Context: an optimization exercise on an open-source flow, tuned for small area. The choices shown serve that exercise and are no tape-out recipe. In this exercise RTL edits were held to simulation tests only and were not proved equivalent to the original. No activity file was given, so power comes from the tool's default toggle rates.

--- design/flow/config.mk ---
export PLATFORM = sky130hd
export DESIGN_NAME = AXI_Sram
export DESIGN_NICKNAME = AXI_Sram
export VERILOG_FILES = /design/flow/design.v
export SDC_FILE = /design/flow/constraint.sdc
export NUM_CORES = 4
export LEC_CHECK = 0
export CAP_MARGIN = 20
export CORE_MARGIN = 2
export CORE_UTILIZATION = 60
export GPL_TIMING_DRIVEN = 0
export PLACE_DENSITY = 0.8
export SLEW_MARGIN = 20
export SYNTH_HIERARCHICAL = 1
--- design/flow/constraint.sdc ---
create_clock -name core_clock -period 14.0 [get_ports {ACLK}]
set_input_delay 2.8000 -clock core_clock [delete_from_list [all_inputs] [get_ports {ACLK}]]
set_output_delay 2.8000 -clock core_clock [all_outputs]
set_load 0.01 [all_outputs]
--- design/flow/design.v ---
`timescale 1ns/1ns
module AXI_Sram #(
    parameter   DATA_WIDTH  = 64,
                ADDR_WIDTH  = 32,
                ID_WIDTH    = 1,
                USER_WIDTH  = 1,
                STRB_WIDTH  = (DATA_WIDTH/8)
)(
    input                       ACLK,
    input                       ARESETn,
    input      [ADDR_WIDTH-1:0] AWADDR,
    input      [7:0]            AWLEN,
    input      [2:0]            AWSIZE,
    input      [1:0]            AWBURST,
    input                       AWVALID,
    output reg                  AWREADY,
    input      [DATA_WIDTH-1:0] WDATA,
    input      [STRB_WIDTH-1:0] WSTRB,
    input                       WLAST,
    input                       WVALID,
    output reg                  WREADY,
    output     [1:0]            BRESP,
    output reg                  BVALID,
    input                       BREADY,
    input      [ADDR_WIDTH-1:0] ARADDR,
    input      [7:0]            ARLEN,
    input      [2:0]            ARSIZE,
    input      [1:0]            ARBURST,
    input                       ARVALID,
    output reg                  ARREADY,
    output     [DATA_WIDTH-1:0] RDATA,
    output     [1:0]            RRESP,
    output reg                  RLAST,
    output reg                  RVALID,
    input                       RREADY,
    input                       bist_en,
    input                       dft_en,
    output                      bist_done,
    output reg [7:0]            bist_fail
);
    assign BRESP = 2'b00;
    assign RRESP = 2'b00;
    reg         wen;
    reg  [15:0] awaddr_start;
    reg  [7:0]  awlen;
    reg  [2:0]  awsize;
    reg         awcnt_flag;
    reg  [15:0] awcnt;
    reg  [15:0] awaddr;
    wire        aw_flag_next, aw_at_stop;
    wire [15:0] awcnt_next;
    wire [6:0]  aw_sum;
    burst_cnt u_awc(.start(awaddr_start), .len(awlen), .size(awsize), .flag(awcnt_flag), .cnt(awcnt),
                    .valid(AWVALID), .flag_next(aw_flag_next), .cnt_next(awcnt_next), .at_stop(aw_at_stop), .addr(aw_sum));
    always @(posedge ACLK or negedge ARESETn) begin
        if (!ARESETn) begin
            AWREADY    <= 1'b0;
            WREADY     <= 1'b0;
            BVALID     <= 1'b0;
            wen        <= 1'b0;
            awsize     <= 3'h0;
            awcnt_flag <= 1'b0;
        end
        else begin
            AWREADY <= AWVALID & ~AWREADY;
            if (AWREADY)
                WREADY <= 1'b1;
            else if (WVALID & WLAST)
                WREADY <= 1'b0;
            BVALID <= ~BVALID & WLAST;
            if (WLAST)
                wen <= 1'b0;
            else if (AWREADY)
                wen <= 1'b1;
            if (AWVALID)
                awsize <= AWSIZE;
            awcnt_flag <= aw_flag_next;
        end
    end
    always @(posedge ACLK) begin
        if (AWVALID) begin
            awaddr_start <= AWADDR[15:0];
            awlen        <= AWLEN;
        end
        awcnt  <= awcnt_next;
        awaddr <= {aw_sum[6], 9'h0, aw_sum[5:0]};
    end
    reg  [15:0] araddr_start;
    reg  [7:0]  arlen;
    reg  [2:0]  arsize;
    reg         ar_loaded;       
    reg         arcnt_flag;
    reg  [15:0] arcnt;
    reg  [31:0] rdata_r;
    wire        ar_flag_next, ar_at_stop;
    wire [15:0] arcnt_next;
    wire [6:0]  ar_sum;
    burst_cnt u_arc(.start(araddr_start), .len(arlen), .size(arsize), .flag(arcnt_flag), .cnt(arcnt),
                    .valid(ARVALID), .flag_next(ar_flag_next), .cnt_next(arcnt_next), .at_stop(ar_at_stop), .addr(ar_sum));
    wire [15:0] araddr = {ar_sum[6] & ar_loaded, 9'h0, ar_sum[5:0] & {6{ar_loaded}}};    
    wire [2:0]  arsize_e = arsize & {3{ar_loaded}};
    wire [31:0] rdata_next;
    always @(posedge ACLK or negedge ARESETn) begin
        if (!ARESETn) begin
            ARREADY      <= 1'b0;
            RVALID       <= 1'b0;
            RLAST        <= 1'b0;
            ar_loaded    <= 1'b0;
            arcnt_flag   <= 1'b0;
            arcnt        <= 16'h0;
            rdata_r      <= 32'h0;
        end
        else begin
            ARREADY <= ARVALID & ~ARREADY;
            RVALID  <= ARREADY;
            RLAST   <= RREADY & (ar_at_stop | ~ar_loaded);
            if (ARVALID)
                ar_loaded <= 1'b1;
            arcnt_flag <= ar_flag_next;
            arcnt      <= arcnt_next;
            rdata_r <= rdata_next;       
        end
    end
    always @(posedge ACLK)
        if (ARVALID) begin
            araddr_start <= ARADDR[15:0];
            arlen        <= ARLEN;
            arsize       <= ARSIZE;
        end
    assign RDATA = {32'h0, rdata_r};
    wire        s_bank = wen ? awaddr[15]  : araddr[15];
    wire [3:0]  s_word = wen ? awaddr[5:2] : araddr[5:2];
    wire [1:0]  s_byte = wen ? awaddr[1:0] : araddr[1:0];
    wire [2:0]  s_size = wen ? awsize      : arsize_e;
    reg  [3:0]  s_csn;
    always @(*) begin
        case (s_size)
            3'b000:  s_csn = ~(4'b0001 << s_byte);
            3'b001:  s_csn = s_byte[1] ? 4'b0011 : 4'b1100;
            3'b010:  s_csn = 4'b0000;
            default: s_csn = 4'b1111;
        endcase
    end
    wire [31:0] wdata;
    assign wdata[7:0]   = WDATA[7:0];
    assign wdata[15:8]  = (awsize == 3'h0) ? 8'h0 : WDATA[15:8];
    assign wdata[31:16] = (awsize == 3'h0 || awsize == 3'h1) ? 16'h0 : WDATA[31:16];
    localparam IDEL1       = 5'b00000;
    localparam P1_WRITE0   = 5'b11000;
    localparam IDEL2       = 5'b00010;
    localparam P2_READ0    = 5'b01000;
    localparam P2_COMPARE0 = 5'b10000;
    localparam P2_WRITE1   = 5'b11001;
    localparam IDEL3       = 5'b00001;
    localparam P3_READ1    = 5'b01001;
    localparam P3_COMPARE1 = 5'b10001;
    localparam P3_WRITE0   = 5'b11010;
    localparam P3_READ0    = 5'b01010;
    localparam P3_COMPARE0 = 5'b10010;
    localparam P3_WRITE1   = 5'b11011;
    localparam IDEL4       = 5'b00011;
    localparam P4_READ1    = 5'b01011;
    localparam P4_COMPARE1 = 5'b10011;
    localparam P4_WRITE0   = 5'b11100;
    localparam IDEL5       = 5'b00101;
    localparam P5_READ0    = 5'b01100;
    localparam P5_COMPARE0 = 5'b10100;
    localparam P5_WRITE1   = 5'b11101;
    localparam P5_READ1    = 5'b01101;
    localparam P5_COMPARE1 = 5'b10101;
    localparam P5_WRITE0   = 5'b11110;
    localparam IDEL6       = 5'b00100;
    localparam P6_READ0    = 5'b01110;
    localparam P6_COMPARE0 = 5'b10110;
    reg  [4:0]  cstate, nstate;
    reg  [3:0]  test_addr;
    reg         r_end;
    reg         up1_down0, count_en, r_end_en, pattern_sel, test_addr_rst;
    reg         rf_start, check_en, wen_test;
    wire        t_full = (test_addr == 4'hf);
    wire        t_zero = (test_addr == 4'h0);
    always @(*) begin
        up1_down0     = 1'b1;
        count_en      = 1'b0;
        r_end_en      = 1'b0;
        pattern_sel   = 1'b0;
        test_addr_rst = 1'b0;
        rf_start      = 1'b0;
        check_en      = 1'b0;
        wen_test      = 1'b1;
        nstate        = cstate;
        case (cstate)
            IDEL1: begin
                test_addr_rst = 1'b1;
                if (!r_end) begin
                    nstate   = P1_WRITE0;
                    rf_start = 1'b1;
                end
            end
            P1_WRITE0: begin
                count_en = 1'b1;
                wen_test = 1'b0;
                if (t_full) begin
                    nstate        = IDEL2;
                    test_addr_rst = 1'b1;
                    up1_down0     = 1'b0;
                end
            end
            IDEL2: begin
                up1_down0     = 1'b0;
                test_addr_rst = 1'b1;
                nstate        = P2_READ0;
            end
            P2_READ0:    nstate = P2_COMPARE0;
            P2_COMPARE0: begin
                check_en = 1'b1;
                nstate   = P2_WRITE1;
            end
            P2_WRITE1: begin
                up1_down0   = 1'b0;
                count_en    = 1'b1;
                wen_test    = 1'b0;
                pattern_sel = 1'b1;
                if (t_zero) begin
                    nstate        = IDEL3;
                    test_addr_rst = 1'b1;
                    up1_down0     = 1'b1;
                end
                else
                    nstate = P2_READ0;
            end
            IDEL3: begin
                pattern_sel   = 1'b1;
                test_addr_rst = 1'b1;
                nstate        = P3_READ1;
            end
            P3_READ1:    nstate = P3_COMPARE1;
            P3_COMPARE1: begin
                pattern_sel = 1'b1;
                check_en    = 1'b1;
                nstate      = P3_WRITE0;
            end
            P3_WRITE0: begin
                wen_test = 1'b0;
                nstate   = P3_READ0;
            end
            P3_READ0:    nstate = P3_COMPARE0;
            P3_COMPARE0: begin
                check_en = 1'b1;
                nstate   = P3_WRITE1;
            end
            P3_WRITE1: begin
                wen_test    = 1'b0;
                pattern_sel = 1'b1;
                count_en    = 1'b1;
                if (t_full) begin
                    nstate        = IDEL4;
                    test_addr_rst = 1'b1;
                end
                else
                    nstate = P3_READ1;
            end
            IDEL4: begin
                pattern_sel   = 1'b1;
                test_addr_rst = 1'b1;
                nstate        = P4_READ1;
            end
            P4_READ1:    nstate = P4_COMPARE1;
            P4_COMPARE1: begin
                pattern_sel = 1'b1;
                check_en    = 1'b1;
                nstate      = P4_WRITE0;
            end
            P4_WRITE0: begin
                wen_test = 1'b0;
                count_en = 1'b1;
                if (t_full) begin
                    nstate        = IDEL5;
                    test_addr_rst = 1'b1;
                end
                else
                    nstate = P4_READ1;
            end
            IDEL5: begin
                pattern_sel   = 1'b1;
                test_addr_rst = 1'b1;
                nstate        = P5_READ0;
            end
            P5_READ0:    nstate = P5_COMPARE0;
            P5_COMPARE0: begin
                check_en = 1'b1;
                nstate   = P5_WRITE1;
            end
            P5_WRITE1: begin
                wen_test    = 1'b0;
                pattern_sel = 1'b1;
                nstate      = P5_READ1;
            end
            P5_READ1:    nstate = P5_COMPARE1;
            P5_COMPARE1: begin
                pattern_sel = 1'b1;
                check_en    = 1'b1;
                nstate      = P5_WRITE0;
            end
            P5_WRITE0: begin
                wen_test = 1'b0;
                count_en = 1'b1;
                if (t_full) begin
                    nstate        = IDEL6;
                    test_addr_rst = 1'b1;
                end
                else
                    nstate = P5_READ0;
            end
            IDEL6: begin
                test_addr_rst = 1'b1;
                nstate        = P6_READ0;
            end
            P6_READ0:    nstate = P6_COMPARE0;
            P6_COMPARE0: begin
                check_en = 1'b1;
                count_en = 1'b1;
                if (t_full) begin
                    nstate        = IDEL1;
                    test_addr_rst = 1'b1;
                    r_end_en      = 1'b1;
                end
                else
                    nstate = P6_READ0;
            end
            default: begin
                nstate        = IDEL1;
                test_addr_rst = 1'b1;
            end
        endcase
    end
    assign bist_done = r_end;
    wire [7:0]  lane_mismatch;
    always @(posedge ACLK or negedge ARESETn) begin
        if (!ARESETn) begin
            cstate    <= IDEL1;
            test_addr <= 4'h0;
            r_end     <= 1'b0;
            bist_fail <= 8'hff;
        end
        else if (bist_en) begin
            cstate <= nstate;
            r_end  <= r_end_en;
            if (test_addr_rst)
                test_addr <= up1_down0 ? 4'h0 : 4'hf;
            else if (count_en)
                test_addr <= up1_down0 ? test_addr + 4'h1 : test_addr - 4'h1;
            if (check_en)
                bist_fail <= bist_fail | lane_mismatch;
            else if (rf_start)
                bist_fail <= 8'h00;
        end
    end
    wire        e_wen  = bist_en ? wen_test  : ~wen;      
    wire [3:0]  e_a    = bist_en ? test_addr : s_word;
    wire [7:0]  e_csn  = bist_en ? 8'h00 :
                         (s_bank ? {s_csn, 4'hf} : {4'hf, s_csn});
    wire [31:0] e_d    = bist_en ? {32{pattern_sel}} : wdata;
    reg  [7:0]  mem  [0:127];
    reg  [3:0]  last_a [0:7];
    wire [7:0]  m_rd [0:7];      
    wire [15:0] ndw;
    dec16n u_wdec(.a(e_a), .n(ndw));
    genvar L, W, B;
    generate
        for (L = 0; L < 8; L = L + 1) begin : g_lane
            wire lane_acc = ~e_csn[L];
            always @(posedge ACLK)
                if (lane_acc)
                    last_a[L] <= e_a;
            wire nwl;
            g_or2 u_nwl(.a(e_csn[L]), .b(e_wen), .y(nwl));
            for (W = 0; W < 16; W = W + 1) begin : g_word
                wire we;
                g_nor2 u_we(.a(nwl), .b(ndw[W]), .y(we));
                always @(posedge ACLK)
                    if (we)
                        mem[L*16+W] <= e_d[(L%4)*8 +: 8];
            end
            wire [15:0] rs;
            dec16m u_rdec(.acc(lane_acc), .a(e_a), .b(last_a[L]), .s(rs));
            for (B = 0; B < 8; B = B + 1) begin : g_bit
                wire [15:0] col;
                for (W = 0; W < 16; W = W + 1) begin : g_c
                    assign col[W] = mem[L*16+W][B];
                end
                sel16 u_sel(.d(col), .s(rs), .y(m_rd[L][B]));
            end
        end
    endgenerate
    reg  [31:0] dft_x;
    reg  [7:0]  dft_csn;
    reg         dft_wen;
    wire [31:0] x_next;
    genvar J;
    generate
        for (J = 0; J < 4; J = J + 1) begin : g_x
            wire [7:0] d = e_d[J*8 +: 8];
            assign x_next[J*8 +: 8] = {d[7], d[6] ^ e_wen, d[5], d[4], d[3:0] ^ e_a};
        end
    endgenerate
    reg         dft_valid;
    always @(posedge ACLK or negedge ARESETn) begin
        if (!ARESETn)
            dft_valid <= 1'b0;
        else if (dft_en)
            dft_valid <= 1'b1;
    end
    always @(posedge ACLK)
        if (dft_en) begin
            dft_x   <= x_next;
            dft_csn <= e_csn;
            dft_wen <= e_wen;
        end
    rdpath u_rd(.dft_en(dft_en), .dft_valid(dft_valid), .pattern_sel(pattern_sel), .dft_csn(dft_csn), .dft_x(dft_x), .dft_wen(dft_wen),
      .RREADY(RREADY), .rdata_q(rdata_r),
      .m_rd0(m_rd[0]), .m_rd1(m_rd[1]), .m_rd2(m_rd[2]), .m_rd3(m_rd[3]), .m_rd4(m_rd[4]), .m_rd5(m_rd[5]), .m_rd6(m_rd[6]), .m_rd7(m_rd[7]),
      .s_bank(s_bank), .e_csn(e_csn), .e_wen(e_wen), .e_d(e_d), .lane_mismatch(lane_mismatch), .rdata_next(rdata_next));
endmodule
module rdpath(input dft_en, dft_valid, pattern_sel, input [7:0] dft_csn, input [31:0] dft_x, input dft_wen,
  input RREADY, input [31:0] rdata_q,
  input [7:0] m_rd0, m_rd1, m_rd2, m_rd3, m_rd4, m_rd5, m_rd6, m_rd7, input s_bank, input [7:0] e_csn, input e_wen, input [31:0] e_d,
  output [7:0] lane_mismatch, output [31:0] rdata_next);
    wire [7:0] m_rd [0:7];
    assign {m_rd[7],m_rd[6],m_rd[5],m_rd[4],m_rd[3],m_rd[2],m_rd[1],m_rd[0]} = {m_rd7,m_rd6,m_rd5,m_rd4,m_rd3,m_rd2,m_rd1,m_rd0};
    genvar L, J;
    wire [3:0] x_mis;
    generate
        for (J = 0; J < 4; J = J + 1) begin : g_xm
            mis8 u_m(.d(dft_x[J*8 +: 8]), .p(pattern_sel), .y(x_mis[J]));
        end
        for (L = 0; L < 8; L = L + 1) begin : g_cmp
            wire m_mis;
            mis8 u_m(.d(m_rd[L]), .p(pattern_sel), .y(m_mis));
            assign lane_mismatch[L] = dft_en ?
                (dft_valid ? (dft_csn[L] | x_mis[L%4]) : pattern_sel) : m_mis;
        end
    endgenerate
    wire s_h, d_sel, nd_sel, msel, nm_hi, nm_lo;
    rd_com u_c(.RREADY(RREADY), .dft_en(dft_en), .dft_valid(dft_valid), .s_bank(s_bank),
               .s_h(s_h), .d_sel(d_sel), .nd_sel(nd_sel), .msel(msel), .nm_hi(nm_hi), .nm_lo(nm_lo));
    generate
        for (J = 0; J < 4; J = J + 1) begin : g_rd
            wire s_x, s_d, s_hi, s_lo, s_c7, s_c6;
            rd_sel u_s(.d_sel(d_sel), .nd_sel(nd_sel), .nm_hi(nm_hi), .nm_lo(nm_lo), .msel(msel), .s_bank(s_bank),
                       .csn_lo(e_csn[J]), .csn_hi(e_csn[J+4]), .e_wen(e_wen),
                       .dcsn_lo(dft_csn[J]), .dcsn_hi(dft_csn[J+4]), .dft_wen(dft_wen),
                       .s_x(s_x), .s_d(s_d), .s_hi(s_hi), .s_lo(s_lo), .s_c7(s_c7), .s_c6(s_c6));
            rd_byte u_b(.s_h(s_h), .s_x(s_x), .s_d(s_d), .s_hi(s_hi), .s_lo(s_lo), .s_c7(s_c7), .s_c6(s_c6),
                        .q(rdata_q[J*8 +: 8]), .x(dft_x[J*8 +: 8]), .d(e_d[J*8 +: 8]),
                        .m_hi(m_rd[J+4]), .m_lo(m_rd[J]), .y(rdata_next[J*8 +: 8]));
        end
    endgenerate
endmodule
module rd_sel(input d_sel, nd_sel, nm_hi, nm_lo, msel, s_bank, csn_lo, csn_hi, e_wen, dcsn_lo, dcsn_hi, dft_wen,
              output s_x, s_d, s_hi, s_lo, s_c7, s_c6);
    wire accn, byp, dcsn;
    g_mux2 u_acc(.s(s_bank), .a1(csn_hi), .a0(csn_lo), .y(accn));
    g_nor2 u_byp(.a(accn), .b(e_wen), .y(byp));
    g_mux2 u_dcs(.s(s_bank), .a1(dcsn_hi), .a0(dcsn_lo), .y(dcsn));
    g_nor2 u_sx(.a(nd_sel), .b(dcsn), .y(s_x));
    g_and2 u_c7(.a(d_sel), .b(dcsn), .y(s_c7));
    g_and2 u_c6(.a(s_c7), .b(dft_wen), .y(s_c6));
    g_and2 u_sd(.a(msel), .b(byp), .y(s_d));
    g_nor2 u_hi(.a(nm_hi), .b(byp), .y(s_hi));
    g_nor2 u_lo(.a(nm_lo), .b(byp), .y(s_lo));
endmodule
module rd_com(input RREADY, dft_en, dft_valid, s_bank, output s_h, d_sel, nd_sel, msel, nm_hi, nm_lo);
    assign s_h    = ~RREADY;
    assign d_sel  = RREADY & dft_en & dft_valid;
    assign nd_sel = ~d_sel;
    assign msel   = RREADY & ~dft_en;
    assign nm_hi  = ~(msel & s_bank);
    assign nm_lo  = ~(msel & ~s_bank);
endmodule
module g_mux2(input s, a1, a0, output y);
    assign y = s ? a1 : a0;
endmodule
module rd_byte(input s_h, s_x, s_d, s_hi, s_lo, s_c7, s_c6, input [7:0] q, x, d, m_hi, m_lo, output [7:0] y);
    genvar k;
    for (k = 0; k < 8; k = k + 1) begin : g_k
        wire a, b;
        g_aoi222 u_a(.a1(s_h), .b1(q[k]), .a2(s_x), .b2(x[k]), .a3(s_d), .b3(d[k]), .y(a));
        if (k == 7) begin : g7
            g_aoi221 u_b(.a1(s_hi), .b1(m_hi[k]), .a2(s_lo), .b2(m_lo[k]), .c(s_c7), .y(b));
        end
        else if (k == 6) begin : g6
            g_aoi221 u_b(.a1(s_hi), .b1(m_hi[k]), .a2(s_lo), .b2(m_lo[k]), .c(s_c6), .y(b));
        end
        else begin : gl
            g_aoi22 u_b(.a1(s_hi), .b1(m_hi[k]), .a2(s_lo), .b2(m_lo[k]), .y(b));
        end
        g_nand2 u_o(.a(a), .b(b), .y(y[k]));
    end
endmodule
module mis8(input [7:0] d, input p, output y);
    assign y = p ? ~&d : |d;
endmodule
module g_aoi22(input a1, b1, a2, b2, output y);
    assign y = ~((a1 & b1) | (a2 & b2));
endmodule
module g_aoi221(input a1, b1, a2, b2, c, output y);
    assign y = ~((a1 & b1) | (a2 & b2) | c);
endmodule
module sel16(input [15:0] d, input [15:0] s, output y);
    wire [4:0] x;
    genvar i;
    for (i = 0; i < 5; i = i + 1) begin : g_a
        g_aoi222 u(.a1(s[3*i]), .b1(d[3*i]), .a2(s[3*i+1]), .b2(d[3*i+1]),
                   .a3(s[3*i+2]), .b3(d[3*i+2]), .y(x[i]));
    end
    wire n0, n1;
    g_nand3 u_n0(.a(x[0]), .b(x[1]), .c(x[2]), .y(n0));
    g_nand2 u_n1(.a(x[3]), .b(x[4]), .y(n1));
    g_ao211 u_o(.a1(s[15]), .a2(d[15]), .b(n0), .c(n1), .y(y));
endmodule
module dec16m(input acc, input [3:0] a, input [3:0] b, output [15:0] s);
    wire [3:0] rn, r;
    wire [3:0] nlo, nhi;
    genvar i;
    for (i = 0; i < 4; i = i + 1) begin : g_m
        g_muxi u_m(.s(acc), .a1(a[i]), .a0(b[i]), .y(rn[i]));
        g_inv  u_i(.a(rn[i]), .y(r[i]));
    end
    g_nand2 u_l0(.a(rn[1]), .b(rn[0]), .y(nlo[0]));
    g_nand2 u_l1(.a(rn[1]), .b(r[0]),  .y(nlo[1]));
    g_nand2 u_l2(.a(r[1]),  .b(rn[0]), .y(nlo[2]));
    g_nand2 u_l3(.a(r[1]),  .b(r[0]),  .y(nlo[3]));
    g_nand2 u_h0(.a(rn[3]), .b(rn[2]), .y(nhi[0]));
    g_nand2 u_h1(.a(rn[3]), .b(r[2]),  .y(nhi[1]));
    g_nand2 u_h2(.a(r[3]),  .b(rn[2]), .y(nhi[2]));
    g_nand2 u_h3(.a(r[3]),  .b(r[2]),  .y(nhi[3]));
    for (i = 0; i < 16; i = i + 1) begin : g_s
        g_nor2 u_s(.a(nlo[i%4]), .b(nhi[i/4]), .y(s[i]));
    end
endmodule
module dec16n(input [3:0] a, output [15:0] n);
    wire [3:0] an;
    wire [3:0] nlo, nhi;
    genvar i;
    for (i = 0; i < 4; i = i + 1) begin : g_i
        g_inv u_i(.a(a[i]), .y(an[i]));
    end
    g_nand2 u_l0(.a(an[1]), .b(an[0]), .y(nlo[0]));
    g_nand2 u_l1(.a(an[1]), .b(a[0]),  .y(nlo[1]));
    g_nand2 u_l2(.a(a[1]),  .b(an[0]), .y(nlo[2]));
    g_nand2 u_l3(.a(a[1]),  .b(a[0]),  .y(nlo[3]));
    g_nand2 u_h0(.a(an[3]), .b(an[2]), .y(nhi[0]));
    g_nand2 u_h1(.a(an[3]), .b(a[2]),  .y(nhi[1]));
    g_nand2 u_h2(.a(a[3]),  .b(an[2]), .y(nhi[2]));
    g_nand2 u_h3(.a(a[3]),  .b(a[2]),  .y(nhi[3]));
    for (i = 0; i < 16; i = i + 1) begin : g_n
        g_or2 u_n(.a(nlo[i%4]), .b(nhi[i/4]), .y(n[i]));
    end
endmodule
module g_aoi222(input a1, b1, a2, b2, a3, b3, output y);
    assign y = ~((a1 & b1) | (a2 & b2) | (a3 & b3));
endmodule
module g_ao211(input a1, a2, b, c, output y);
    assign y = (a1 & a2) | b | c;
endmodule
module g_nand2(input a, b, output y);
    assign y = ~(a & b);
endmodule
module g_nand3(input a, b, c, output y);
    assign y = ~(a & b & c);
endmodule
module g_or2(input a, b, output y);
    assign y = a | b;
endmodule
module g_nor2(input a, b, output y);
    assign y = ~(a | b);
endmodule
module g_inv(input a, output y);
    assign y = ~a;
endmodule
module g_muxi(input s, a1, a0, output y);
    assign y = ~(s ? a1 : a0);
endmodule
module burst_cnt(input [15:0] start, input [7:0] len, input [2:0] size, input flag, input [15:0] cnt,
                 input valid, output flag_next, output [15:0] cnt_next, output at_stop, output [6:0] addr);
    genvar k;
    wire s1, s2, so;
    size_dec u_sd(.size(size), .s1(s1), .s2(s2), .so(so));
    wire [9:0] nstop;
    g_nand2 u_ns0(.a(so), .b(len[0]), .y(nstop[0]));
    g_aoi22 u_ns1(.a1(so), .b1(len[1]), .a2(s1), .b2(len[0]), .y(nstop[1]));
    for (k = 2; k < 8; k = k + 1) begin : g_ns
        g_aoi222 u(.a1(so), .b1(len[k]), .a2(s1), .b2(len[k-1]), .a3(s2), .b3(len[k-2]), .y(nstop[k]));
    end
    g_aoi22 u_ns8(.a1(s1), .b1(len[7]), .a2(s2), .b2(len[6]), .y(nstop[8]));
    g_nand2 u_ns9(.a(s2), .b(len[7]), .y(nstop[9]));
    wire [9:0] eq;
    for (k = 0; k < 10; k = k + 1) begin : g_eq
        g_xor2 u(.a(cnt[k]), .b(nstop[k]), .y(eq[k]));
    end
    wire z1, z2, na, nb, nc;
    g_nor3  u_z1(.a(cnt[15]), .b(cnt[14]), .c(cnt[13]), .y(z1));
    g_nor3  u_z2(.a(cnt[12]), .b(cnt[11]), .c(cnt[10]), .y(z2));
    g_nand4 u_na(.a(eq[0]), .b(eq[1]), .c(eq[2]), .d(eq[3]), .y(na));
    g_nand4 u_nb(.a(eq[4]), .b(eq[5]), .c(eq[6]), .d(eq[7]), .y(nb));
    g_nand4 u_nc(.a(eq[8]), .b(eq[9]), .c(z1), .d(z2), .y(nc));
    g_nor3  u_st(.a(na), .b(nb), .c(nc), .y(at_stop));
    flag_nx u_fl(.valid(valid), .flag(flag), .len(len), .at_stop(at_stop), .flag_next(flag_next));
    wire [15:0] t;
    wire [16:0] c;
    wire e1, e2;
    g_ha  u_i0(.a(cnt[0]), .b(so), .s(t[0]), .c(c[1]));
    g_or2 u_e1(.a(s1), .b(c[1]), .y(e1));
    g_ha  u_i1(.a(cnt[1]), .b(e1), .s(t[1]), .c(c[2]));
    g_or2 u_e2(.a(s2), .b(c[2]), .y(e2));
    g_ha  u_i2(.a(cnt[2]), .b(e2), .s(t[2]), .c(c[3]));
    for (k = 3; k < 15; k = k + 1) begin : g_inc
        g_ha u(.a(cnt[k]), .b(c[k]), .s(t[k]), .c(c[k+1]));
    end
    g_xor2 u_i15(.a(cnt[15]), .b(c[15]), .y(t[15]));
    for (k = 0; k < 16; k = k + 1) begin : g_clr
        g_and2 u(.a(flag), .b(t[k]), .y(cnt_next[k]));
    end
    wire [15:0] ac;
    g_ha u_a0(.a(start[0]), .b(cnt[0]), .s(addr[0]), .c(ac[1]));
    for (k = 1; k < 6; k = k + 1) begin : g_add
        g_fa u(.a(start[k]), .b(cnt[k]), .ci(ac[k]), .s(addr[k]), .co(ac[k+1]));
    end
    for (k = 6; k < 15; k = k + 1) begin : g_cy
        g_maj u(.a(start[k]), .b(cnt[k]), .c(ac[k]), .y(ac[k+1]));
    end
    wire x15;
    g_xor2 u_x15a(.a(start[15]), .b(cnt[15]), .y(x15));
    g_xor2 u_x15b(.a(x15), .b(ac[15]), .y(addr[6]));
endmodule
module size_dec(input [2:0] size, output s1, s2, so);
    assign s1 = (size == 3'h1);
    assign s2 = (size == 3'h2);
    assign so = ~(s1 | s2);
endmodule
module flag_nx(input valid, flag, input [7:0] len, input at_stop, output flag_next);
    assign flag_next = valid | (flag & (len != 8'h0) & ~at_stop);
endmodule
module g_ha(input a, b, output s, c);
    assign s = a ^ b;
    assign c = a & b;
endmodule
module g_fa(input a, b, ci, output s, co);
    assign s  = a ^ b ^ ci;
    assign co = (a & b) | (a & ci) | (b & ci);
endmodule
module g_maj(input a, b, c, output y);
    assign y = (a & b) | (a & c) | (b & c);
endmodule
module g_xor2(input a, b, output y);
    assign y = a ^ b;
endmodule
module g_and2(input a, b, output y);
    assign y = a & b;
endmodule
module g_nor3(input a, b, c, output y);
    assign y = ~(a | b | c);
endmodule
module g_nand4(input a, b, c, d, output y);
    assign y = ~(a & b & c & d);
endmodule
--- design/flow/flow/run.sh ---
#!/bin/bash
# The standard ORFS flow (standard.sh): the synthesis unchanged, then the
# layout with:
#  - port buffers of the smallest buffer cell,
#  - a clock tree of larger sink clusters and no dummy loads,
#  - one tie cell per constant instead of one per constant output,
#  - the buffers ABC inserted removed at floorplan (REMOVE_ABC_BUFFERS),
#  - buffers of drive 8 and up kept out of the data-net repair.
# The whole ORFS/OpenROAD output goes to synth.log and flow.log in this
# folder; ORFS also keeps each step's log under orfs/logs/.
set -o pipefail
bash standard.sh synth > synth.log 2>&1 || exit 1
bash standard.sh \
  "DONT_USE_CELLS= sky130_fd_sc_hd__probe_p_8 sky130_fd_sc_hd__probec_p_8 sky130_fd_sc_hd__lpflow_bleeder_1 sky130_fd_sc_hd__lpflow_clkbufkapwr_1 sky130_fd_sc_hd__lpflow_clkbufkapwr_16 sky130_fd_sc_hd__lpflow_clkbufkapwr_2 sky130_fd_sc_hd__lpflow_clkbufkapwr_4 sky130_fd_sc_hd__lpflow_clkbufkapwr_8 sky130_fd_sc_hd__lpflow_clkinvkapwr_1 sky130_fd_sc_hd__lpflow_clkinvkapwr_16 sky130_fd_sc_hd__lpflow_clkinvkapwr_2 sky130_fd_sc_hd__lpflow_clkinvkapwr_4 sky130_fd_sc_hd__lpflow_clkinvkapwr_8 sky130_fd_sc_hd__lpflow_decapkapwr_12 sky130_fd_sc_hd__lpflow_decapkapwr_3 sky130_fd_sc_hd__lpflow_decapkapwr_4 sky130_fd_sc_hd__lpflow_decapkapwr_6 sky130_fd_sc_hd__lpflow_decapkapwr_8 sky130_fd_sc_hd__lpflow_inputiso0n_1 sky130_fd_sc_hd__lpflow_inputiso0p_1 sky130_fd_sc_hd__lpflow_inputiso1n_1 sky130_fd_sc_hd__lpflow_inputiso1p_1 sky130_fd_sc_hd__lpflow_inputisolatch_1 sky130_fd_sc_hd__lpflow_isobufsrc_1 sky130_fd_sc_hd__lpflow_isobufsrc_16 sky130_fd_sc_hd__lpflow_isobufsrc_2 sky130_fd_sc_hd__lpflow_isobufsrc_4 sky130_fd_sc_hd__lpflow_isobufsrc_8 sky130_fd_sc_hd__lpflow_isobufsrckapwr_16 sky130_fd_sc_hd__lpflow_lsbuf_lh_hl_isowell_tap_1 sky130_fd_sc_hd__lpflow_lsbuf_lh_hl_isowell_tap_2 sky130_fd_sc_hd__lpflow_lsbuf_lh_hl_isowell_tap_4 sky130_fd_sc_hd__lpflow_lsbuf_lh_isowell_4 sky130_fd_sc_hd__lpflow_lsbuf_lh_isowell_tap_1 sky130_fd_sc_hd__lpflow_lsbuf_lh_isowell_tap_2 sky130_fd_sc_hd__lpflow_lsbuf_lh_isowell_tap_4 # # Define fill cells export FILL_CELLS ?= sky130_fd_sc_hd__fill_1 sky130_fd_sc_hd__fill_2 sky130_fd_sc_hd__fill_4 sky130_fd_sc_hd__fill_8 sky130_fd_sc_hd__buf_8 sky130_fd_sc_hd__buf_12 sky130_fd_sc_hd__buf_16" \
  "BUFFER_PORTS_ARGS=-buffer_cell sky130_fd_sc_hd__buf_1" \
  "CTS_ARGS=-sink_clustering_enable -repair_clock_nets -dont_use_dummy_load -sink_clustering_size 27 -sink_clustering_max_diameter 80 -buf_list sky130_fd_sc_hd__clkbuf_16" \
  SKIP_REPAIR_TIE_FANOUT=1 REMOVE_ABC_BUFFERS=1 \
  finish > flow.log 2>&1
--- design/flow/standard.sh ---
#!/bin/bash
# synth_recipe.tcl (not shown) runs the flow's synth.tcl, then flattens the netlist and writes it again
# the make line also repeats each setting of config.mk as NAME=value (left out here)
make -C /OpenROAD-flow-scripts/flow DESIGN_CONFIG=/design/flow/config.mk WORK_HOME=/design/flow/orfs CLKGATE_MAP_FILE= SYNTH_SCRIPT=/design/flow/synth_recipe.tcl "${@:-finish}"
==> run summary, run 1 <==
* Clock sink count at 1,251
* CP Launch Point: arcnt[0]
* Die H at 288.9 um
* Post-Route Utilization at 64.59%
* CTS Buf Count at 53
* Area contributors post-synth: edfxtp_1, a222oi_1, dfrtp_1
* Sequential share of the synthesized area at 75.87%
* Worst setup path endpoint: bist_fail[4]
* DP Wirelength at 78,110 um
* Final Max Slew Viols at 0
* Crit-path slowest cell: a22oi_2
* Mean Syn Cell Area at 16.43 um^2
* Latest clock arrival within the worst-skew pair at 0.68 ns
* Largest family of logic cells by synthesized area: compound AO/OA/AOI/OAI gates
* Post-Synth Simple-Gate Area at 7.809%
* Post-CTS Setup Inserts at 0
* F_max at 0.09511 GHz
* Area after DPL at 50,580 um^2
* Crit-path leading delay family: adder cells
* First-pass GRT wire length at 174,200 um
* RSZ-0062 raised after global routing: false
* Vias in the first global route at 28,910
* Cts hold-fix bufs at 0
* Max-cap violations at 0
* Layout cell share with drive strength beyond 1 at 7.223%
* Setup-failing EPs final at 0
* Top Layer Used: met5
* Post-route ant nets at 0
* Final Skew at 0.08389 ns
* Crit path largest cell delay at 0.88 ns
* Initial antenna violation count at 3
* Cells after synthesis at 2,963
* Post-synthesis mux area share at 1.018%
* Post-Synth Adder-Cell Area at between 1.5 and 2%
* Synth Warn # at 11
* IO buf count at 141
* Commonest non-fill, non-tap cell in the layout: edfxtp_1
* Met1 wire length at 42,350 um
* Async S/R FF share, synth at 6.395%
* Clock slew at reported path FFs at 0.10 ns
* Final Cycle Share at 75.10%
* Syn-to-layout area delta at 6.676%
* Clock Path Buffers at 3
* GRT overflow at 0
* Total GRT Usage at between 20 and 30%
* Setup tns final at 0 ns
* Primary FF master, synth: edfxtp_1
* Worst path required time at 14.60 ns
* Routability cong. at 0.9183
* Root Driver: clkbuf_16
* Worst slew margin at 15.57%
* Worst-margin pin slew at 1.266 ns
* Reg2reg setup slack at 3.49 ns
* Fin nets at 3,334
* Worst Path Class, Setup: flop to flop
* WL met2 at 55,590 um
* Largest net degree at the start of global routing at 37
* Xor/xnor share of the synthesized area at 0.8454%
* Number of flops mapped to enable cells by yosys at 1,148
* Synth Area in Compound Gates at 11.40%
* Final Hold Viols at 0
* Site Rows at 104
* Static Leak at about 17 nW
* Outcome: no timing/DRC/antenna violations
* Seq cells post-synth at 1,251
* RR Startpoint: arcnt[0]
* Die area at about 83,000 um^2
* Core Region at 80,420 um^2
* Cell mode on critical path: maj3_2
* First DRT Iteration DRCs at 5,411
* Area share of the largest cell type after synthesis at 70.80%
* CP bufs+invs at 3
* Path length in cells of the critical path at 33
* Die width at approximately 290 um
* Unique masters post-synth at 74
* # DRC at 0
* TritonCTS clock tree: built
* Post-synth top area cell: edfxtp_1
* Commonest non-fill, non-tap cells in the layout: edfxtp_1, a222oi_1, nor2_1
* Avg WL per Cell at roughly 28 um
* Detail-routed via count per cell at approximately 7.1
* CP Launch Type: flop
* Power per cell area at 186.8 nW/um^2
* Synthesized area at between 40,000 and 50,000 um^2
* Reg2reg path depth at 33
* Starting Density at 60.55%
* Fin area at 51,940 um^2
* R2r endpoint: bist_fail[4]
* Hold crit path type: flop to flop
* I/O pin cnt at about 260
* DR vias at 29,560
* Startpoint of the worst hold path: ARREADY
* Htree depth at 2
* CP max FO at 18
* Arr. time, crit path at 11.11 ns
* Hold WS at about 0.44 ns
* Worst vdd ir at between 0.1 and 0.15 mV
* DRT Pass-1 Iters at 9
* CTS resizes at 0
* Met3 wire len at 14,960 um
* WL final at 118,000 um
* Final min period at ~11 ns
* Critical Path End Type: flop
-- power by group --
part	switching [mW]	internal, mW	leakage [nW]
sequential	0.240	4.62	11.7
clock	1.02	0.678	0.653
combinational	2.20	0.956	5.11
-- logic make-up after synthesis --
family / after synthesis
and+or+nand+nor: 831
buffers and inverters: 125
other: 1
muxes: 45
xor gates and xnor gates: 47
DFF: 1251
AOI/OAI and AO/OA: 600
adders and majority gates: 63
-- modules after synthesis (local to each module, per instance), a selection --
module	flops+latches	cells inside	copies in the design	cell area (um^2)
AXI_Sram	1251	1597	1	39000
g_aoi22	0	1	28	12.51
g_aoi221	0	1	8	15.01
g_inv	0	1	36	3.754
g_nand2	0	1	172	3.754
g_nand4	0	1	6	6.256
g_nor3	0	1	6	10.01
-- per-stage QoR --
step	cells	worst slack (ns)	power, mW
floorplan	2904	5.755	6.783
global placement	4105	3.382	7.799
detailed placement	4122	3.664	7.986
CTS	4175	3.619	9.633
global route	4175	3.337	10.05
finish	4181	3.486	9.703
-- cell usage after synthesis, types with 11 or more instances --
cell type,n
nand4_1,22
nor4_2,12
edfxtp_1,1148
inv_1,64
o21ai_1,22
dfrtp_1,72
buf_4,38
nand3_1,80
a21o_1,13
a21oi_1,33
o21ai_0,14
buf_2,12
or2_1,28
xor2_1,42
a31oi_1,12
maj3_2,18
nor2_1,311
dfxtp_1,23
mux2i_1,33
fa_1,11
a22oi_2,29
ha_1,34
a222oi_1,364
a211o_1,64
and2_1,44
nor3_1,28
nand2_1,254
-- layer usage --
metal	global-route usage [%]	vias up
met1	37.99	14600
met4	10.55	2
met3	6.268	307
met2	44.79	2178
li1	-	12480
met5	0	-
-- registers in the layout (all words and copies together), names as in the netlist, 3 cells and up --
name / flops
arcnt: 16
awaddr_start: 16
dft_x: 32
awcnt: 16
arsize: 3
cstate: 5
araddr_start: 16
rdata_r: 32
mem: 1024
last_a: 32
awlen: 8
awsize: 3
dft_csn: 8
awaddr: 7
arlen: 8
test_addr: 4
bist_fail: 8
-- worst min-delay path by stage --
stage	cells after the start	end	slack (ns)
floorplan	0	RVALID	0.44
global placement	0	RVALID	0.39
detailed placement	0	RVALID	0.39
CTS	0	RVALID	0.44
global route	0	RVALID	0.45
finish	0	RVALID	0.44
-- area by class of cell --
| class | count | area, um^2 |
|---|---|---|
| fillers | 5339 | 28470 |
| diodes | 6 | 15.01 |
| repair buffers | 158 | 748.2 |
| well taps | 1060 | 1326 |
| clock buffers | 53 | 1326 |
| inverters | 66 | 247.7 |
| multi-input cells | 1587 | 11340 |
| flip-flops and latches | 1251 | 36950 |
==> run 2, diff against run 1 <==
==> design/flow/flow/run.sh (replaced) <==
#!/bin/bash
# The standard ORFS flow (standard.sh): the synthesis unchanged, then the
# layout with:
#  - port buffers of the smallest buffer cell,
#  - a clock tree of larger sink clusters and no dummy loads,
#  - one tie cell per constant instead of one per constant output,
#  - the buffers ABC inserted removed at floorplan (REMOVE_ABC_BUFFERS),
#  - buffers of drive 8 and up kept out of the data-net repair (added to the
#    platform's don't-use list after synthesis).
# The tools' output goes to synth.log and flow.log in this folder; ORFS also
# keeps each step's log under orfs/logs/.
set -o pipefail
bash standard.sh synth > synth.log 2>&1 || exit 1
bash standard.sh \
  "DONT_USE_CELLS=sky130_fd_sc_hd__probe_p_8 sky130_fd_sc_hd__probec_p_8 sky130_fd_sc_hd__lpflow_bleeder_1 sky130_fd_sc_hd__lpflow_clkbufkapwr_1 sky130_fd_sc_hd__lpflow_clkbufkapwr_16 sky130_fd_sc_hd__lpflow_clkbufkapwr_2 sky130_fd_sc_hd__lpflow_clkbufkapwr_4 sky130_fd_sc_hd__lpflow_clkbufkapwr_8 sky130_fd_sc_hd__lpflow_clkinvkapwr_1 sky130_fd_sc_hd__lpflow_clkinvkapwr_16 sky130_fd_sc_hd__lpflow_clkinvkapwr_2 sky130_fd_sc_hd__lpflow_clkinvkapwr_4 sky130_fd_sc_hd__lpflow_clkinvkapwr_8 sky130_fd_sc_hd__lpflow_decapkapwr_12 sky130_fd_sc_hd__lpflow_decapkapwr_3 sky130_fd_sc_hd__lpflow_decapkapwr_4 sky130_fd_sc_hd__lpflow_decapkapwr_6 sky130_fd_sc_hd__lpflow_decapkapwr_8 sky130_fd_sc_hd__lpflow_inputiso0n_1 sky130_fd_sc_hd__lpflow_inputiso0p_1 sky130_fd_sc_hd__lpflow_inputiso1n_1 sky130_fd_sc_hd__lpflow_inputiso1p_1 sky130_fd_sc_hd__lpflow_inputisolatch_1 sky130_fd_sc_hd__lpflow_isobufsrc_1 sky130_fd_sc_hd__lpflow_isobufsrc_16 sky130_fd_sc_hd__lpflow_isobufsrc_2 sky130_fd_sc_hd__lpflow_isobufsrc_4 sky130_fd_sc_hd__lpflow_isobufsrc_8 sky130_fd_sc_hd__lpflow_isobufsrckapwr_16 sky130_fd_sc_hd__lpflow_lsbuf_lh_hl_isowell_tap_1 sky130_fd_sc_hd__lpflow_lsbuf_lh_hl_isowell_tap_2 sky130_fd_sc_hd__lpflow_lsbuf_lh_hl_isowell_tap_4 sky130_fd_sc_hd__lpflow_lsbuf_lh_isowell_4 sky130_fd_sc_hd__lpflow_lsbuf_lh_isowell_tap_1 sky130_fd_sc_hd__lpflow_lsbuf_lh_isowell_tap_2 sky130_fd_sc_hd__lpflow_lsbuf_lh_isowell_tap_4 sky130_fd_sc_hd__buf_8 sky130_fd_sc_hd__buf_12 sky130_fd_sc_hd__buf_16" \
  "BUFFER_PORTS_ARGS=-buffer_cell sky130_fd_sc_hd__buf_1" \
  "CTS_ARGS=-sink_clustering_enable -repair_clock_nets -dont_use_dummy_load -sink_clustering_size 27 -sink_clustering_max_diameter 80 -buf_list sky130_fd_sc_hd__clkbuf_16" \
  SKIP_REPAIR_TIE_FANOUT=1 REMOVE_ABC_BUFFERS=1 \
  finish > flow.log 2>&1
==> run 2 against run 1 <==
  * Combinational power hardly changed
  * Hold slack unchanged
  * Core utilization unchanged
  * Register-to-register slack hardly changed
  * Maximum frequency stayed put
  * Synthesized cell count stayed put
  * Highest routed layer unchanged
  * Largest power group unchanged
  * Still clean on timing, DRC and antenna
==> run summary, run 2 <==
* Outcome: no timing/DRC/antenna violations
* Die H at 288.9 um
* Crit-path slowest cell: a22oi_2
* Core Region at 80,420 um^2
* Setup-failing EPs final at 0
* GRT overflow at 0
* CP Launch Type: flop
* Power per cell area at 186.8 nW/um^2
* F_max at 0.09511 GHz
* Area occupied by multi-input gates at between 10,000 and 15,000 um^2
* R2r endpoint: bist_fail[4]
* Post-synth top area cell: edfxtp_1
* Total GRT Usage at between 20% and 30%
* Clock sink count at 1,251
* Cts hold-fix bufs at 0
* Vias in the first global route at 28,910
* Worst path required time at 14.60 ns
* Latest clock arrival within the worst-skew pair at 0.68 ns
* Reg2reg setup slack at around 3.5 ns
* Area share of the largest cell type after synthesis at between 70% and 80%
* Arr. time, crit path at 11.11 ns
* First-pass GRT wire length at roughly 170,000 um
* I/O pin cnt at ~260
* Final Cycle Share at approximately 75%
* Worst vdd ir at 0.1219 mV
* Root Driver: clkbuf_16
* Clock Path Buffers at 3
* Max-cap violations at 0
* Worst slew margin at 15.57%
* Commonest non-fill, non-tap cells in the layout: edfxtp_1, a222oi_1, nor2_1
* Synth cell count leaders: edfxtp_1, a222oi_1, nor2_1
* Die area at between 80,000 and 90,000 um^2
* # DRC at 0
* Max reg flops at 1,024
* Count leader, synth: edfxtp_1
* Area contributors post-synth: edfxtp_1, a222oi_1, dfrtp_1
* CTS Buf Count at 53
* Die width at 288.9 um
* Top Layer Used: met5
* Worst Path Class, Setup: flop to flop
* Hold WS at 0.4396 ns
* Mean Syn Cell Area at around 16 um^2
* Routability cong. at 0.9183
* Met3 wire len at approximately 15,000 um
* DRT Pass-1 Iters at 9
* Startpoint of the worst hold path: ARREADY
* WL final at 118,000 um
* Async S/R FF share, synth at 6.395%
* Static Leak at roughly 17 nW
* DR vias at 29,560
* Seq cells post-synth at 1,251
* Syn-to-layout area delta at 6.676%
* Setup tns final at 0 ns
* Clock slew at reported path FFs at 0.10 ns
* Number of instances on the worst hold path at 0
* Final Skew at 0.08389 ns
* Htree depth at 2
* CTS resizes at 0
* IO buf count at 141
* Synthesized area at 48,690 um^2
* Sequential share of the synthesized area at 75.87%
* Final Hold Viols at 0
* Starting Density at 60.55%
* Cell mode on critical path: maj3_2
* Unique masters post-synth at 74
* Site Rows at approximately 100
* Register with the most flip-flops: mem
* Commonest non-fill, non-tap cell in the layout: edfxtp_1
* RSZ-0062 raised after global routing: false
* Fin nets at 3,334
* Met1 wire length at roughly 42,000 um
* Cells after synthesis at 2,963
* Worst-margin pin slew at approximately 1.3 ns
* Largest net degree at the start of global routing at 37
* Reg2reg path depth at 33
* Post-Route Utilization at 64.59%
* Total Power at 9.703 mW
* Critical Path End Type: flop
* Layout cell share with drive strength beyond 1 at 7.223%
* Fill count at about 5,300
* Final Max Slew Viols at 0
* Primary FF master, synth: edfxtp_1
* WL met2 at between 50,000 and 60,000 um
* Hold path endpoint: RVALID
* Post-CTS Setup Inserts at 0
* CP max FO at 18
* Avg WL per Cell at between 20 and 30 um
* FF/Latch Area at 36,950 um^2
* Crit path largest cell delay at 0.88 ns
* Hold crit path type: flop to flop
* DP Wirelength at 78,110 um
* Synth Warn # at 11
* Number of flops mapped to enable cells by yosys at around 1,100
* First DRT Iteration DRCs at between 5,000 and 6,000
* TritonCTS clock tree: built
* Detail-routed via count per cell at 7.071
* Post-route ant nets at 0
* Final min period at 10.51 ns
* RR Startpoint: arcnt[0]
* Initial antenna violation count at 3
run 2: cell counts after synthesis:
No cell type changed its count.
run 2: worst max-delay path: cells and delay by family (launching register included):
family / cells / cell delay [ns]
muxes: 1 / 0.47
buffers and inverters: 3 / 0.76
DFF: 1 / 0.43
and+or+nand+nor: 6 / 0.86
AOI/OAI and AO/OA: 7 / 2.75
adders and majority gates: 15 / 4.99
xor gates and xnor gates: 1 / 0.21
run 2: cells by family after synthesis:
group / share of synthesized area, %
adder cells (fa/ha/maj): 1.742
AO/OA/AOI/OAI: 11.40
buffers and inverters: 1.303
AND/OR/NAND/NOR: 7.809
multiplexers: 1.018
other: 0.007701
XOR/XNOR: 0.8454
flip-flops: 75.87
run 2: layout make-up:
| cell class | instances | share of cell area (%) |
|---|---|---|
| diodes | 6 | 0.02890 |
| clock buffers | 53 | 2.553 |
| inverters | 66 | 0.4769 |
| multi-input cells | 1587 | 21.82 |
| flip-flops and latches | 1251 | 71.12 |
| well taps | 1060 | 2.553 |
| repair buffers | 158 | 1.440 |
run 2: report_power, final:
part	total [mW]	switching (mW)	internal [mW]
logic	3.15	2.20	0.956
registers	4.86	0.240	4.62
clock network	1.69	1.02	0.678
run 2: how the worst max path moves through the flow:
| stage | start | end | slack [ns] | cells past startpoint |
|---|---|---|---|---|
| 6_report | arcnt[0] | bist_fail[4] | 3.49 | 33 |
| 5_1_grt | arcnt[0] | bist_fail[6] | 3.34 | 33 |
| 4_1_cts | arcnt[0] | bist_fail[4] | 3.62 | 33 |
| 3_5_place_dp | arcnt[0] | bist_fail[4] | 3.66 | 33 |
| 3_3_place_gp | bist_en | bist_fail[4] | 3.38 | 15 |
| 2_1_floorplan | arcnt[0] | bist_fail[4] | 5.76 | 32 |
run 2: routing by layer:
| layer | GRT usage [%] | vias up |
|---|---|---|
| li1 | - | 12480 |
| met3 | 6.268 | 307 |
| met4 | 10.55 | 2 |
| met5 | 0 | - |
| met1 | 37.99 | 14600 |
| met2 | 44.79 | 2178 |
run 2: modules after synthesis (local to each module, per instance), a selection:
module / copies in the design / cells inside / area, um^2 / flip-flops and latches
AXI_Sram: 1 / 1597 / 39000 / 1251
rdpath: 1 / 26 / 156.4 / 0
mis8: 12 / 8 / 47.55 / 0
rd_com: 1 / 6 / 38.79 / 0
flag_nx: 2 / 5 / 28.78 / 0
g_fa: 10 / 1 / 20.02 / 0
g_aoi221: 8 / 1 / 15.01 / 0
g_mux2: 8 / 1 / 15.01 / 0
g_aoi22: 28 / 1 / 12.51 / 0
g_nor3: 6 / 1 / 10.01 / 0
g_ao211: 64 / 1 / 8.758 / 0
g_xor2: 26 / 1 / 8.758 / 0
g_nand4: 6 / 1 / 6.256 / 0
g_and2: 44 / 1 / 6.256 / 0
g_inv: 36 / 1 / 3.754 / 0
run 2: per-stage QoR:
step | area, um^2 | worst slack, ns | std cells
after global routing | 51930 | 3.337 | 4175
after global placement | 50160 | 3.382 | 4105
final | 51940 | 3.486 | 4181
after CTS | 51910 | 3.619 | 4175
after floorplan | 48310 | 5.755 | 2904
after detailed placement | 50580 | 3.664 | 4122
==> run 3, diff against run 2 <==
==> design/flow/flow/run.sh (replaced) <==
#!/bin/bash
# The standard ORFS flow (standard.sh): the synthesis unchanged, then the
# layout with:
#  - port buffers of the smallest buffer cell,
#  - a clock tree of larger sink clusters and no dummy loads,
#  - one tie cell per constant instead of one per constant output,
#  - the buffers ABC inserted removed at floorplan (REMOVE_ABC_BUFFERS),
#  - buffers of drive 8 and up kept out of the data-net repair (added to the
#    platform's don't-use list after synthesis).
# The tools' output goes to synth.log and flow.log in this folder; ORFS also
# keeps each step's log under orfs/logs/.
set -o pipefail
bash standard.sh synth > synth.log 2>&1 || exit 1
bash standard.sh \
  "DONT_USE_CELLS=sky130_fd_sc_hd__probe_p_8 sky130_fd_sc_hd__probec_p_8 sky130_fd_sc_hd__lpflow_bleeder_1 sky130_fd_sc_hd__lpflow_clkbufkapwr_1 sky130_fd_sc_hd__lpflow_clkbufkapwr_16 sky130_fd_sc_hd__lpflow_clkbufkapwr_2 sky130_fd_sc_hd__lpflow_clkbufkapwr_4 sky130_fd_sc_hd__lpflow_clkbufkapwr_8 sky130_fd_sc_hd__lpflow_clkinvkapwr_1 sky130_fd_sc_hd__lpflow_clkinvkapwr_16 sky130_fd_sc_hd__lpflow_clkinvkapwr_2 sky130_fd_sc_hd__lpflow_clkinvkapwr_4 sky130_fd_sc_hd__lpflow_clkinvkapwr_8 sky130_fd_sc_hd__lpflow_decapkapwr_12 sky130_fd_sc_hd__lpflow_decapkapwr_3 sky130_fd_sc_hd__lpflow_decapkapwr_4 sky130_fd_sc_hd__lpflow_decapkapwr_6 sky130_fd_sc_hd__lpflow_decapkapwr_8 sky130_fd_sc_hd__lpflow_inputiso0n_1 sky130_fd_sc_hd__lpflow_inputiso0p_1 sky130_fd_sc_hd__lpflow_inputiso1n_1 sky130_fd_sc_hd__lpflow_inputiso1p_1 sky130_fd_sc_hd__lpflow_inputisolatch_1 sky130_fd_sc_hd__lpflow_isobufsrc_1 sky130_fd_sc_hd__lpflow_isobufsrc_16 sky130_fd_sc_hd__lpflow_isobufsrc_2 sky130_fd_sc_hd__lpflow_isobufsrc_4 sky130_fd_sc_hd__lpflow_isobufsrc_8 sky130_fd_sc_hd__lpflow_isobufsrckapwr_16 sky130_fd_sc_hd__lpflow_lsbuf_lh_hl_isowell_tap_1 sky130_fd_sc_hd__lpflow_lsbuf_lh_hl_isowell_tap_2 sky130_fd_sc_hd__lpflow_lsbuf_lh_hl_isowell_tap_4 sky130_fd_sc_hd__lpflow_lsbuf_lh_isowell_4 sky130_fd_sc_hd__lpflow_lsbuf_lh_isowell_tap_1 sky130_fd_sc_hd__lpflow_lsbuf_lh_isowell_tap_2 sky130_fd_sc_hd__lpflow_lsbuf_lh_isowell_tap_4 sky130_fd_sc_hd__buf_6 sky130_fd_sc_hd__buf_8 sky130_fd_sc_hd__buf_12 sky130_fd_sc_hd__buf_16 sky130_fd_sc_hd__bufbuf_8 sky130_fd_sc_hd__bufbuf_16" \
  "BUFFER_PORTS_ARGS=-buffer_cell sky130_fd_sc_hd__buf_1" \
  "CTS_ARGS=-sink_clustering_enable -repair_clock_nets -dont_use_dummy_load -sink_clustering_size 27 -sink_clustering_max_diameter 80 -buf_list sky130_fd_sc_hd__clkbuf_16" \
  SKIP_REPAIR_TIE_FANOUT=1 REMOVE_ABC_BUFFERS=1 \
  finish > flow.log 2>&1
==> run 3 against run 2 <==
  * Maximum frequency fell by 0.11%
  * Via count down 0.82%
  * Final area shrank 0.19%
  * First-iteration DRC count rose by 0.30%
  * Non-clock buffer count unchanged
  * Count of clock-buffer cells in the layout unchanged
  * Routed wire length down 0.46%
  * Setup slack lost 0.011 ns
  * Synthesized area did not move
  * Largest power group unchanged
==> run summary, run 3 <==
* Number of instances on the worst hold path at 0
* Cts hold-fix bufs at 0
* Post-synth top area cell: edfxtp_1
* Cells after synthesis at slightly below 3,000
* Setup ws final at 3.474 ns
* Final Skew at around 0.07 ns
* Avg WL per Cell at ~28 um
* Clock sink count at 1,251
* Seq cells post-synth at between 1,000 and 1,500
* Post-CTS Setup Inserts at 0
* DR vias at 29,320
* Crit path largest cell delay at 0.86 ns
* RSZ-0062 raised after global routing: false
* GRT overflow at 0
* Commonest non-fill, non-tap cell in the layout: edfxtp_1
* Clock slew at reported path FFs at about 0.1 ns
* Outcome: no timing/DRC/antenna violations
* Commonest non-fill, non-tap cells in the layout: edfxtp_1, a222oi_1, nor2_1
* R2r endpoint: bist_fail[4]
* Vias in the first global route at 28,700
* Synth Warn # at 11
* Core Region at a little over 80,000 um^2
* Startpoint of the worst hold path: ARREADY
* Critical Path End Type: flop
* Area share of the largest cell type after synthesis at 70.80%
* Setup tns final at 0 ns
* Static Leak at 17.45 nW
* Final Hold Viols at 0
* Area contributors post-synth: edfxtp_1, a222oi_1, dfrtp_1
* WL met2 at between 50,000 and 60,000 um
* Top Layer Used: met5
* Site Rows at 104
* Clock Path Buffers at 3
* Detail-routed via count per cell at 7.022
* Fin nets at roughly 3,300
* Count leader, synth: edfxtp_1
* Arr. time, crit path at 11.12 ns
* Number of flops mapped to enable cells by yosys at 1,148
* CP Launch Type: flop
* Routability cong. at 0.9183
* CP max FO at 18
* Area after DPL at 50,500 um^2
* CTS Buf Count at 53
* Power per cell area at 186.9 nW/um^2
* First DRT Iteration DRCs at 5,427
* Worst path required time at 14.59 ns
* Final Cycle Share at approximately three quarters
* Syn-to-layout area delta at 6.475%
* Mean Syn Cell Area at 16.43 um^2
* Initial antenna violation count at 5
* Crit-path slowest cell: a22oi_2
* Max-cap violations at 0
* Post-route ant nets at 0
* Hold crit path type: flop to flop
* CTS resizes at 0
* Crit-path leading delay family: adder cells
* Starting Density at between 60% and 70%
* Reg2reg setup slack at 3.47 ns
* Layout cell share with drive strength beyond 1 at slightly above 7%
* Final min period at 10.53 ns
* Hold path endpoint: RVALID
* Unique masters post-synth at 74
* Met3 wire len at 14,620 um
* DP Wirelength at around 78,000 um
* Htree depth at 2
* Latest clock arrival within the worst-skew pair at 0.66 ns
* Max reg flops at just over 1,000
* Die area at about 83,000 um^2
* Setup-failing EPs final at 0
* Cell mode on critical path: maj3_2
* First-pass GRT wire length at between 150,000 and 200,000 um
* Total GRT Usage at 27.93%
* Sequential share of the synthesized area at 75.87%
* TritonCTS clock tree: built
* RR Startpoint: arcnt[0]
* Worst vdd ir at 0.1095 mV
* Async S/R FF share, synth at 6.395%
* Synth cell count leaders: edfxtp_1, a222oi_1, nor2_1
* Reg2reg path depth at 33
* Final Max Slew Viols at 0
* Worst-margin pin slew at 1.209 ns
* Fill count at 5,394
* Root Driver: clkbuf_16
* WL final at 117,400 um
* Met1 wire length at 42,250 um
* Largest net degree at the start of global routing at 37
* CP bufs+invs at 3
* Synthesized area at 48,690 um^2
* Primary FF master, synth: edfxtp_1
* Register with the most flip-flops: mem
* I/O pin cnt at between 200 and 300
* Fin area at roughly 52,000 um^2
* # DRC at 0
* Setup slack at placement at 3.674 ns
* IO buf count at 141
* F_max at 0.09500 GHz
* DRT Pass-1 Iters at 9
* Die H at between 200 and 300 um
* Die width at 288.9 um
* Worst slew margin at 19.37%
* Worst Path Class, Setup: flop to flop
* Total Power at 9.689 mW
## run 3: cell type report
class | count | area (um^2) | share of cell area, %
Antenna cell | 1 | 2.502 | 0.004826
Clock buffer | 53 | 1326 | 2.558
Inverter | 66 | 247.7 | 0.4778
Multi-Input combinational cell | 1587 | 11340 | 21.86
Sequential cell | 1251 | 36950 | 71.26
Tap cell | 1060 | 1326 | 2.558
Timing Repair Buffer | 158 | 663.1 | 1.279
## run 3: cells by family after synthesis
logic type / share of synthesized area (%)
flip-flops: 75.87
AND/OR/NAND/NOR: 7.809
AO/OA/AOI/OAI: 11.40
buffers and inverters: 1.303
adder cells (fa/ha/maj): 1.742
XOR/XNOR: 0.8454
multiplexers: 1.018
other: 0.007701
## run 3: where the power goes
group	switching, mW	internal, mW
Clock	1.02	0.678
Sequential	0.238	4.62
Combinational	2.19	0.944
## run 3: per-layer routing
metal | up-vias | GRT usage (%)
li1 | 12460 | -
met1 | 14520 | 38.47
met2 | 2053 | 44.46
met3 | 288 | 5.756
met4 | 2 | 10.81
met5 | - | 0
## run 3: worst max path at each step
stage,depth (start not counted),from,endpoint
after CTS,33,arcnt[0],bist_fail[4]
after global placement,15,bist_en,bist_fail[4]
after global routing,33,arcnt[0],bist_fail[4]
after floorplan,32,arcnt[0],bist_fail[4]
after detailed placement,33,arcnt[0],bist_fail[4]
final,33,arcnt[0],bist_fail[4]
## run 3: through the flow
stage	cells	hold WS (ns)	util, %
3_3_place_gp	4105	0.3857	62.38
6_report	4176	0.4296	64.47
5_1_grt	4175	0.4469	64.47
3_5_place_dp	4122	0.3998	62.80
2_1_floorplan	2904	0.4351	-
4_1_cts	4175	0.4275	64.45
## run 3: per-module statistics from Yosys, one instance, submodules excluded, excerpt
module / flops+latches / cell area, um^2 / cells
g_nand4: 0 / 6.256 / 1
mis8: 0 / 47.55 / 8
rd_com: 0 / 38.79 / 6
rdpath: 0 / 156.4 / 26
g_fa: 0 / 20.02 / 1
g_muxi: 0 / 10.01 / 1
g_nor3: 0 / 10.01 / 1
g_nand2: 0 / 3.754 / 1
g_mux2: 0 / 15.01 / 1
g_aoi222: 0 / 10.01 / 1
g_maj: 0 / 11.26 / 1
g_or2: 0 / 6.256 / 1
AXI_Sram: 1251 / 39000 / 1597
==> run 4, diff against run 3 <==
--- a/design/flow/flow/run.sh
+++ b/design/flow/flow/run.sh
@@ -5,7 +5,7 @@
 #  - a clock tree of larger sink clusters and no dummy loads,
 #  - one tie cell per constant instead of one per constant output,
 #  - the buffers ABC inserted removed at floorplan (REMOVE_ABC_BUFFERS),
-#  - buffers of drive 8 and up kept out of the data-net repair (added to the
+#  - buffers of drive 6 and up kept out of the data-net repair (added to the
 #    platform's don't-use list after synthesis).
 # The tools' output goes to synth.log and flow.log in this folder; ORFS also
 # keeps each step's log under orfs/logs/.
==> run 4 against run 3 <==
  * Sequential power hardly changed
  * Routed wire length unchanged
  * Global-route usage unchanged
  * Setup slack unchanged
  * Critical path type unchanged
  * Largest cell class unchanged
==> run summary, run 4 <==
* Unique masters post-synth at 74
* Core Region at 80,420 um^2
* First-pass GRT wire length at between 150,000 and 200,000 um
* Vias in the first global route at 28,700
* Final Hold Viols at 0
* Post-synth top area cell: edfxtp_1
* Die H at 288.9 um
* Seq cells post-synth at 1,251
* Largest net degree at the start of global routing at 37
* Synth cell count leaders: edfxtp_1, a222oi_1, nor2_1
* Die area at 83,450 um^2
* Max reg flops at around 1,000
* Register with the most flip-flops: mem
* Number of instances on the worst hold path at 0
* FF/Latch Area at roughly 37,000 um^2
* Total Power at 9.689 mW
* Fill count at ~5,400
* Static Leak at 17.45 nW
* Count leader, synth: edfxtp_1
* DP Wirelength at about 80,000 um
* DR vias at 29,320
* Area share of the largest cell type after synthesis at between 70% and 80%
* Clock Path Buffers at 3
* Total GRT Usage at around 28%
* Worst path required time at 14.59 ns
* Worst vdd ir at 0.1095 mV
* CP Launch Type: flop
* Site Rows at 104
* Hold crit path type: flop to flop
* WL final at 117,400 um
* Synthesized area at between 40,000 and 50,000 um^2
* Commonest non-fill, non-tap cell in the layout: edfxtp_1
* TritonCTS clock tree: built
* Internal power at 6.238 mW
* Final Skew at 0.07160 ns
* GRT overflow at 0
* Crit-path slowest cell: a22oi_2
* Switch Pwr at 3.451 mW
* CP max FO at 18
* Max-cap violations at 0
* Commonest non-fill, non-tap cells in the layout: edfxtp_1, a222oi_1, nor2_1
* Detail-routed via count per cell at 7.022
* Power per cell area at around 190 nW/um^2
* Worst-margin pin slew at around 1.2 ns
* Arr. time, crit path at 11.12 ns
* Sequential share of the synthesized area at 75.87%
* Avg WL per Cell at roughly 28 um
* Htree depth at 2
* RSZ-0062 raised after global routing: false
* Cells after synthesis at between 2,000 and 3,000
* Power share of the clock group at ~18%
* Clock sink count at 1,251
* Reg2reg path depth at 33
* Area contributors post-synth: edfxtp_1, a222oi_1, dfrtp_1
* Final min period at 10.53 ns
* Setup slack at placement at around 3.7 ns
* I/O pin cnt at 255
* Combinational power share at 32.4%
* Async S/R FF share, synth at 6.395%
* Worst Path Class, Setup: flop to flop
* Latest clock arrival within the worst-skew pair at 0.66 ns
* Setup ws final at 3.474 ns
* Cts hold-fix bufs at 0
* Outcome: no timing/DRC/antenna violations
* CTS resizes at 0
* IO buf count at 141
* Initial antenna violation count at 5
* Fin nets at 3,334
* CTS Buf Count at 53
* Setup-failing EPs final at 0
* Syn-to-layout area delta at 6.475%
* DRT Pass-1 Iters at 9
* Layout cell share with drive strength beyond 1 at 7.223%
* # DRC at 0
* Final Cycle Share at between 70% and 80%
* Die width at approximately 290 um
* Post-route ant nets at 0
* Crit path largest cell delay at around 0.86 ns
* Routability cong. at between 0.9 and 1
* Post-CTS Setup Inserts at 0
* Sequential share of power at 50.1%
* Root Driver: clkbuf_16
* Synth Warn # at 11
* Starting Density at around three fifths
* Final Max Slew Viols at 0
* F_max at 0.09500 GHz
* Critical Path End Type: flop
* Cell mode on critical path: maj3_2
* Primary FF master, synth: edfxtp_1
* Switching Fraction at 35.62%
* First DRT Iteration DRCs at 5,427
* Clock slew at reported path FFs at 0.10 ns
* Worst slew margin at 19.37%
* Number of flops mapped to enable cells by yosys at 1,148
* Area occupied by multi-input gates at 11,340 um^2
* Mean Syn Cell Area at 16.43 um^2
* Setup tns final at 0 ns
[run 4: cell counts after synthesis]
Identical to the previous run, type by type.
[run 4: final timing paths]
path | from | endpoint | slack, ns
max in group asynchronous | ARESETn | rdata_r[30] | 10.40
min in group asynchronous | ARESETn | AWREADY | 2.19
worst min register to register | ARREADY | RVALID | 0.43
worst min-delay path | ARREADY | RVALID | 0.43
worst max-delay path | arcnt[0] | bist_fail[4] | 3.47
worst max register to register | arcnt[0] | bist_fail[4] | 3.47
[run 4: cells by family (layout without fill, tap and decap cells)]
group | Yosys count | in the layout | synth area share, %
flops | 1251 | 1251 | 75.87
simple gates | 831 | 831 | 7.809
compound gates | 600 | 600 | 11.40
buf+inv | 125 | 277 | 1.303
fa+ha+maj | 63 | 63 | 1.742
xor+xnor | 47 | 47 | 0.8454
mux | 45 | 45 | 1.018
other cells | 1 | 2 | 0.007701
[run 4: final cells by class]
type | instances | area share, %
sequential | 1251 | 71.26
timing repair buffer | 158 | 1.279
antenna | 1 | 0.004826
inverter | 66 | 0.4778
clock buffer | 53 | 2.558
tap | 1060 | 2.558
multi-input combinational | 1587 | 21.86
[run 4: power by group through the flow]
stage	Sequential [mW]	Clock, mW	Combinational, mW
2_1_floorplan	4.85	0	1.93
3_3_place_gp	4.93	0	2.87
3_5_place_dp	4.93	0	3.04
4_1_cts	4.85	1.72	3.05
5_1_grt	4.88	1.84	3.33
6_report	4.85	1.70	3.14
[run 4: metal layers]
| metal | up-vias | routed length, um | track usage (%) |
|---|---|---|---|
| li1 | 12460 | - | - |
| met1 | 14520 | 42250 | 38.47 |
| met2 | 2053 | 55450 | 44.46 |
| met3 | 288 | 14620 | 5.756 |
| met4 | 2 | 5083 | 10.81 |
| met5 | - | 12 | 0 |
[run 4: Yosys stat by module, one instance, submodules excluded, a selection]
module,area (um^2),cells inside
AXI_Sram,39000,1597
rdpath,156.4,26
flag_nx,28.78,5
size_dec,27.53,5
g_fa,20.02,1
g_aoi221,15.01,1
g_maj,11.26,1
g_muxi,10.01,1
g_xor2,8.758,1
g_nand4,6.256,1
g_nand3,5.005,1
g_nor2,3.754,1
[run 4: critical path, delay by kind of cell (launching register included)]
kind	cells	cell delay [ns]
adder cells (fa/ha/maj)	15	5.00
AO/OA/AOI/OAI	7	2.80
AND/OR/NAND/NOR	6	0.87
buffers and inverters	3	0.75
flip-flops	1	0.43
multiplexers	1	0.43
XOR/XNOR	1	0.21
[run 4: per-stage QoR]
step	utilization (%)	instances	cell area (um^2)	hold slack, ns
5_1_grt	64.47	4175	51840	0.4469
3_3_place_gp	62.38	4105	50160	0.3857
3_5_place_dp	62.80	4122	50500	0.3998
2_1_floorplan	-	2904	48310	0.4351
4_1_cts	64.45	4175	51830	0.4275
6_report	64.47	4176	51850	0.4296

Setup slack of run 4, layout unchanged: 3.474 ns with ideal ports, 3.474 ns with driving cells assumed (clock clkbuf_16, inputs buf_2), 3.474 ns with port delays also shifted by the 0.688 ns mid clock arrival.
